This design comes from an exercise in tuning for small area, a short achievable clock period and few clock cycles on the open sky130 flow, not from production work.
The RTL was checked by simulation tests, not by an equivalence proof against the original design.
Power is estimated from default activity; no workload was simulated.

Design JAM, start of the top module:
module JAM (
    input CLK,
    input RST,
    output [2:0] W,
    output [2:0] J,
    input [6:0] Cost,
    output [3:0] MatchCount,
    output [9:0] MinCost,
    output Valid
);
clock: 4.5 ns
lec_check: 0
cap_margin: 20
core_margin: 2
core_utilization: 40
place_density: 0.6
setup_slack_margin: 0.5
slew_margin: 20
run.sh (not shown) runs the stock make flow with config.mk's settings and CLKGATE_MAP_FILE= SYNTH_SCRIPT=/design/flow/synth_recipe.tcl, a recipe that flattens the netlist after the stock synthesis.
Testbench counts at the start, summed over its fixed seeds: cycles 4,759.
Edit:
--- a/flow/design.v
+++ b/flow/design.v
@@ -98,19 +98,18 @@
         end
     end
     wire [7:0] newT = nsm & ~Tm;
     wire [7:0] fh = newT & ~cm;
     always @(*) begin
         sadd = 8'd0;
         for (h3 = 0; h3 < 8; h3 = h3 + 1) if (newT[h3]) sadd = sadd | (8'd1 << mc[h3]);
     end
     wire [2:0] pi = par[jc];
-    wire       gofs = (ph == HI && rm == 8'hff) || (ph == HA && !rm[pi] && (rm | (8'd1 << pi)) == 8'hff);
     wire [7:0] ntm = ~Tm;
     wire [7:0] sj = ntm & (8'hfe << lo);
     wire [7:0] si = Sm & (8'hfe << hi);
     reg [63:0] sxn;         
     reg [63:0] nsxt;        
     always @(*) begin
         for (g4 = 0; g4 < 8; g4 = g4 + 1)
             for (h4 = 0; h4 < 8; h4 = h4 + 1) begin
                 sxn[8*g4 + h4] = Sm[g4] & ~Tm[h4];
@@ -212,59 +211,57 @@
                     t <= t + 6'd1;
                     if (t == 6'd63) ph <= CH;
                 end
                 CH, PU: begin
                     if (need != 8'd0) begin
                         ph <= HS;
                         t <= {3'd0, lowest(need)};
                     end else ph <= HI;
                 end
-                HI: begin
-                    ph <= gofs ? DFS : HB;
-                    t <= {3'd0, lowest(tm[7:0])};
-                end
+                HI: ph <= (rm == 8'hff) ? DI : HB;
                 HB: begin
                     if (fh != 8'd0) ph <= HA;
                     else if (newT == 8'd0) begin
                         ph <= HS;
                         t <= {lowest(Sm), lowest(ntm)};
                     end
                 end
-                HA: if (!rm[pi]) begin
-                    ph <= gofs ? DFS : HB;
-                    t <= {3'd0, lowest(tm[7:0])};
-                end
+                HA: if (!rm[pi]) ph <= ((rm | (8'd1 << pi)) == 8'hff) ? DI : HB;
                 HS: begin
                     if (sj != 8'd0) t <= {hi, lowest(sj)};
                     else if (si != 8'd0) t <= {lowest(si), lowest(ntm)};
                     else ph <= HW;
                 end
                 HW: begin
                     ph <= p2m ? PU : HU;
                     t <= p2m ? {3'd0, lowest(ntm)} : {lowest(Sm), lowest(Tm)};
                 end
                 HU: begin
                     t <= {lowest(su), lowest(tu)};
                     if (su == 8'd0 && tu == 8'd0) ph <= HB;
                 end
+                DI: begin
+                    ph <= DFS;
+                    t <= {3'd0, lowest(tm[7:0])};
+                end
                 DFS: begin
                     if (desc) t <= {kp1, lowest(d0)};
                     else if (stay) t <= {k, st_j};
                     else if (!PLv) ph <= (f4v || qv2 || (!dead && bulk)) ? FIN : DONE;
                     else t <= {PL, pj};
                 end
                 FIN: if (!f4v && !qv2) ph <= DONE;
                 default: ;
             endcase
         end
     end
     always @(posedge CLK) begin
-        Creg <= (indfs || ph == FIN || gofs) ? {4'd0, qv2 ? p4 : 4'd0} :
+        Creg <= (indfs || ph == FIN || ph == DI) ? {4'd0, qv2 ? p4 : 4'd0} :
                 inhs ? redn[7:0] : {1'b0, Cost};
         tq <= t;
         sv <= inhs;
         pend <= qv && qlast;
         if (pend) lb0 <= lb0 + {3'd0, rmin};
         if (qv) begin
             rmin <= vmin;
             Trow <= tbn;
             begin
@@ -329,29 +326,29 @@
         endcase
         if (sv) begin
             if (sfirst || Creg < dl) begin
                 dl <= Creg;
                 sfirst <= 1'b0;
             end
             tm <= (((sfirst || Creg < dl) ? (tm & ~sxn) : tm) | ((sfirst || Creg <= dl) ? (64'd1 << tq) : 64'd0))
                   & ~((ph == HW) ? nsxt : 64'd0);
         end
-        if (gofs) begin
-            cnt <= 4'd0;
-            Tm <= 8'd0;
-            sfirst <= 1'b0;
-            Trow <= tm[7:0];
-        end
         if (indfs) {cm, rm} <= M4n;
         f4v <= indfs && !dead && bulk;
         if (indfs || ph == FIN) {dl, rmin[3:0]} <= {q3, q2, q1, q0};
         qv2 <= f4v;
         case (ph)
+            DI: begin
+                cnt <= 4'd0;
+                Tm <= 8'd0;
+                sfirst <= 1'b0;
+                Trow <= tm[7:0];
+            end
             DFS: begin
                 cnt <= cnt + pc + {3'd0, lcnt};
                 if (desc) begin
                     par[j] <= k;
                     mc[k] <= st_j;
                     Sm[k] <= !st_v;
                     if (st_v) begin
                         jc <= k;
                         sfirst <= 1'b1;
What happened: Utilization went up by 0.57 points. Synthesized area falls by about 1.7%. Synthesized cell count drops by 2.2%. Register-to-register slack loses 0.07 ns. Total power came out higher by 1.2%.
Testbench counts after the change, summed over its fixed seeds: cycles 4,791.

* * *

== before ==
JAM, a different RTL version from the one above (not shown whole).
Size: ~3700 cells after synthesis, ~30 I/O pins.
clock: 4.5 ns
lec_check: 0
cap_margin: 20
core_margin: 2
core_utilization: 40
place_density: 0.6
setup_slack_margin: 0.5
slew_margin: 20
Testbench counts of before, summed over its fixed seeds: cycles 4,650.
The following lists how after was set up differently from before:
--- a/flow/design.v
+++ b/flow/design.v
@@ -112,17 +112,25 @@
     reg [63:0] nsxt;        
     always @(*) begin
         for (g4 = 0; g4 < 8; g4 = g4 + 1)
             for (h4 = 0; h4 < 8; h4 = h4 + 1) begin
                 sxn[8*g4 + h4] = Sm[g4] & ~Tm[h4];
                 nsxt[8*g4 + h4] = ~Sm[g4] & Tm[h4];
             end
     end
-    wire [7:0] dle = (sv && (sfirst || Creg < dl)) ? Creg : dl;
+    wire       dsel = sv && (sfirst || Creg < dl);
+    wire [7:0] vpa = vr + dl;
+    wire [7:0] vpb = vr + Creg;
+    wire [7:0] vma = vr - dl;
+    wire [7:0] vmb = vr - Creg;
+    wire [6:0] upa = ur + dl[6:0];
+    wire [6:0] upb = ur + Creg[6:0];
+    wire [9:0] la = lb0 + ((ph == PU || Sm[hi]) ? {2'd0, dl} : 10'd0) - ((ph != PU && Tm[lo]) ? {2'd0, dl} : 10'd0);
+    wire [9:0] lb = lb0 + ((ph == PU || Sm[hi]) ? {2'd0, Creg} : 10'd0) - ((ph != PU && Tm[lo]) ? {2'd0, Creg} : 10'd0);
     wire [7:0] su = Sm & ~(8'd1 << hi);             
     wire [7:0] tu = Tm & ~(8'd1 << lo);
     wire [7:0] used = Tm;
     wire [2:0] PL = jc;
     wire       PLv = sfirst;
     wire [6:0] lastf = Sm[6:0];
     wire [15:0] M4 = {cm, rm};    
     wire [11:0] qr = {dl, rmin[3:0]};    
@@ -287,18 +295,18 @@
         end
         case (ph)
             CH, PU: begin
                 Sm <= 8'hff;
                 Tm <= ~(8'd1 << lowest(need));
                 sfirst <= 1'b1;
                 p2m <= 1'b1;
                 if (ph == PU) begin
-                    v[lo] <= vr + dle;
-                    lb0 <= lb0 + {2'd0, dle};
+                    v[lo] <= dsel ? vpb : vpa;
+                    lb0 <= dsel ? lb : la;
                 end
             end
             HI: begin
                 Sm <= ~rm;
                 Tm <= 8'd0;
                 p2m <= 1'b0;
             end
             HB: begin
@@ -313,19 +321,19 @@
                 mc[jc] <= pi;
                 rm[pi] <= 1'b1;
                 cm[jc] <= 1'b1;
                 jc <= mr[pi];
                 Sm <= ~(rm | (8'd1 << pi));
                 Tm <= 8'd0;
             end
             HU: begin
-                if (Sm[hi]) u[hi] <= ur + dle[6:0];
-                if (Tm[lo]) v[lo] <= vr - dle;
-                lb0 <= lb0 + (Sm[hi] ? {2'd0, dle} : 10'd0) - (Tm[lo] ? {2'd0, dle} : 10'd0);
+                if (Sm[hi]) u[hi] <= dsel ? upb : upa;
+                if (Tm[lo]) v[lo] <= dsel ? vmb : vma;
+                lb0 <= dsel ? lb : la;
                 Sm <= (su == 8'd0 && tu == 8'd0) ? ~rm : su;
                 Tm <= (su == 8'd0 && tu == 8'd0) ? 8'd0 : tu;
             end
             default: ;
         endcase
         if (sv) begin
             if (sfirst || Creg < dl) begin
                 dl <= Creg;
Notes after the runs:
- Final core area utilization, after and before, higher one = after.
- | area taken by flip-flops and latches | before vs after | ≈ equal |
- after vs before: die area up in after
- after vs before — internal cell power climbed by a few percent
- Sequential power delta (after -> before): insignificant
- Routed wire length, after and before, lower one = before.
- Diff after and before: clock buffer instance count of the final layout lower in after
- Wire length of the first global-routing pass: after higher than before
- Final estimated routing congestion in global placement, after and before: higher on before
- Multi-input combinational gate total is higher on before
- Going from before to after, number of buffers and inverters on the critical path shrinks by 1.
Testbench counts of after, summed over its fixed seeds: cycles 4,650.

* * *

JAM, a different RTL version from the one above (not shown whole).
Size: ~4100 cells after synthesis, about 460 flip-flops, ~30 I/O pins, about 36000 um2 of cells after synthesis.
clock: 4.5 ns
lec_check: 0
cap_margin: 20
core_margin: 2
core_utilization: 40
place_density: 0.6
slew_margin: 20
The starting point passed the timing, design-rule and antenna checks.
Testbench counts at the start, summed over its fixed seeds: cycles 4,716.
Rerun with:
--- a/flow/design.v
+++ b/flow/design.v
@@ -230,31 +230,31 @@
                 GAP: ph <= HI;
                 HI: ph <= (rm == 8'hff) ? DI : HB;
                 HB: begin
                     if (fh != 8'd0) ph <= HA;
                     else if (newT == 8'd0) begin
                         ph <= HS;
                         t <= {lowest(Sm), lowest(ntm)};
                     end
                 end
-                HA: if (!rm[pi]) ph <= ((rm | (8'd1 << pi)) == 8'hff) ? DI : HB;
+                HA: if (!rm[pi]) ph <= HI;
                 HS: begin
                     if (sj != 8'd0) t <= {hi, lowest(sj)};
                     else if (si != 8'd0) t <= {lowest(si), lowest(ntm)};
                     else ph <= HW;
                 end
                 HW: begin
                     ph <= HU;
                     t <= {lowest(Sm), lowest(Tm)};
                 end
                 HU: begin
                     t <= {lowest(su), lowest(tu)};
-                    if (su == 8'd0 && tu == 8'd0) ph <= HB;
+                    if (su == 8'd0 && tu == 8'd0) ph <= HI;
                 end
                 DI: begin
                     ph <= DFS;
                     t <= {3'd0, lowest(tm[7:0])};
                 end
                 DFS: begin
                     if (desc) t <= {kp1, lowest(d0)};
                     else if (stay) t <= {k, st_j};
                     else if (!PLv) ph <= (f4v || qv2 || (!dead && bulk)) ? FIN : DONE;
@@ -290,18 +290,24 @@
                         mc[lowest(gfc)] <= qhi;
                         rm[qhi] <= 1'b1;
                         cm[lowest(gfc)] <= 1'b1;
                     end
                 end
             end else begin
                 if (qlast) begin
                     v[qhi] <= {1'b0, vmin};
                     for (i = 0; i < 8; i = i + 1) tm[8*i + qhi] <= tbn[i];
+                    if (gfr != 8'd0) begin
+                        mr[lowest(gfr)] <= qhi;
+                        mc[qhi] <= lowest(gfr);
+                        rm[lowest(gfr)] <= 1'b1;
+                        cm[qhi] <= 1'b1;
+                    end
                 end
             end
         end
         case (ph)
             HI: begin
                 Sm <= ~rm;
                 Tm <= 8'd0;
             end
             HB: begin
@@ -311,27 +317,25 @@
                 Sm <= Sm | sadd;
                 sfirst <= 1'b1;
             end
             HA: begin
                 mr[pi] <= jc;
                 mc[jc] <= pi;
                 rm[pi] <= 1'b1;
                 cm[jc] <= 1'b1;
                 jc <= mr[pi];
-                Sm <= ~(rm | (8'd1 << pi));
-                Tm <= 8'd0;
             end
             HU: begin
                 if (Sm[hi]) u[hi] <= ur + dl[6:0];
                 if (Tm[lo]) v[lo] <= vr - dl;
                 lb0 <= lb0 + (Sm[hi] ? {2'd0, dl} : 10'd0) - (Tm[lo] ? {2'd0, dl} : 10'd0);
-                Sm <= (su == 8'd0 && tu == 8'd0) ? ~rm : su;
-                Tm <= (su == 8'd0 && tu == 8'd0) ? 8'd0 : tu;
+                Sm <= su;
+                Tm <= tu;
             end
             default: ;
         endcase
         if (sv) begin
             if (sfirst || Creg < dl) begin
                 dl <= Creg;
                 sfirst <= 1'b0;
             end
             tm <= (((sfirst || Creg < dl) ? (tm & ~sxn) : tm) | ((sfirst || Creg <= dl) ? (64'd1 << tq) : 64'd0))
Outcome: The changed run went through all stages and came out clean; non-clock buffer count climbs by 39; cell area climbs by 2.0%; total power climbs by 3.9%; count of clock-buffer cells in the layout climbs by 7; worst setup slack is about the same; register-to-register slack stays flat; wire length hardly moves; core utilization climbs by 0.72 points; global-route usage drops by 0.89 points; maximum frequency is about the same; synthesized cell count climbs by 1.7%; sequential power drops by about 3%; via count climbs by 2.2%.
Testbench counts after the change, summed over its fixed seeds: cycles 4,758.

[re-timing with driven ports]
Ports are ideal in the flow. The routed layouts listed here were re-timed in OpenROAD.
Step 1 (the two cells are an assumption about what drives the block):
set clk [get_ports {CLK}]
set_driving_cell -lib_cell sky130_fd_sc_hd__clkbuf_16 $clk
set_driving_cell -lib_cell sky130_fd_sc_hd__buf_2 [delete_from_list [all_inputs] $clk]
Step 2, shift: input delay + t, output delay - t, t = (earliest + latest rising clock arrival at the registers) / 2. This alone moves slack from input paths to output paths.
Slacks: ideal / step 1 / step 2; pairs: ideal / step 1.
| run | t (ns) | setup WS [ns] | worst hold slack (ns) | worst slew at a driven data input, ns |
|---|---|---|---|---|
| the first run of note 1 | 0.689 | 0.512 / 0.512 / 0.512 | 0.373 / 0.373 / 0.373 | 0.04 |
| the second run of note 1 | 0.680 | 0.443 / 0.443 / 0.443 | 0.341 / 0.341 / 0.341 | 0.05 |
| before | 0.675 | 0.134 / 0.134 / 0.134 | 0.396 / 0.396 / 0.396 | 0.05 |
| after | 0.683 | 0.191 / 0.191 / 0.191 | 0.491 / 0.491 / 0.491 | 0.04 |
| the first run of note 3 | 0.718 | 0.173 / 0.173 / 0.173 | 0.369 / 0.369 / 0.369 | 0.05 |
| the second run of note 3 | 0.744 | 0.171 / 0.171 / 0.171 | 0.358 / 0.358 / 0.358 | 0.06 |
After both steps setup and hold are still met in every run listed.
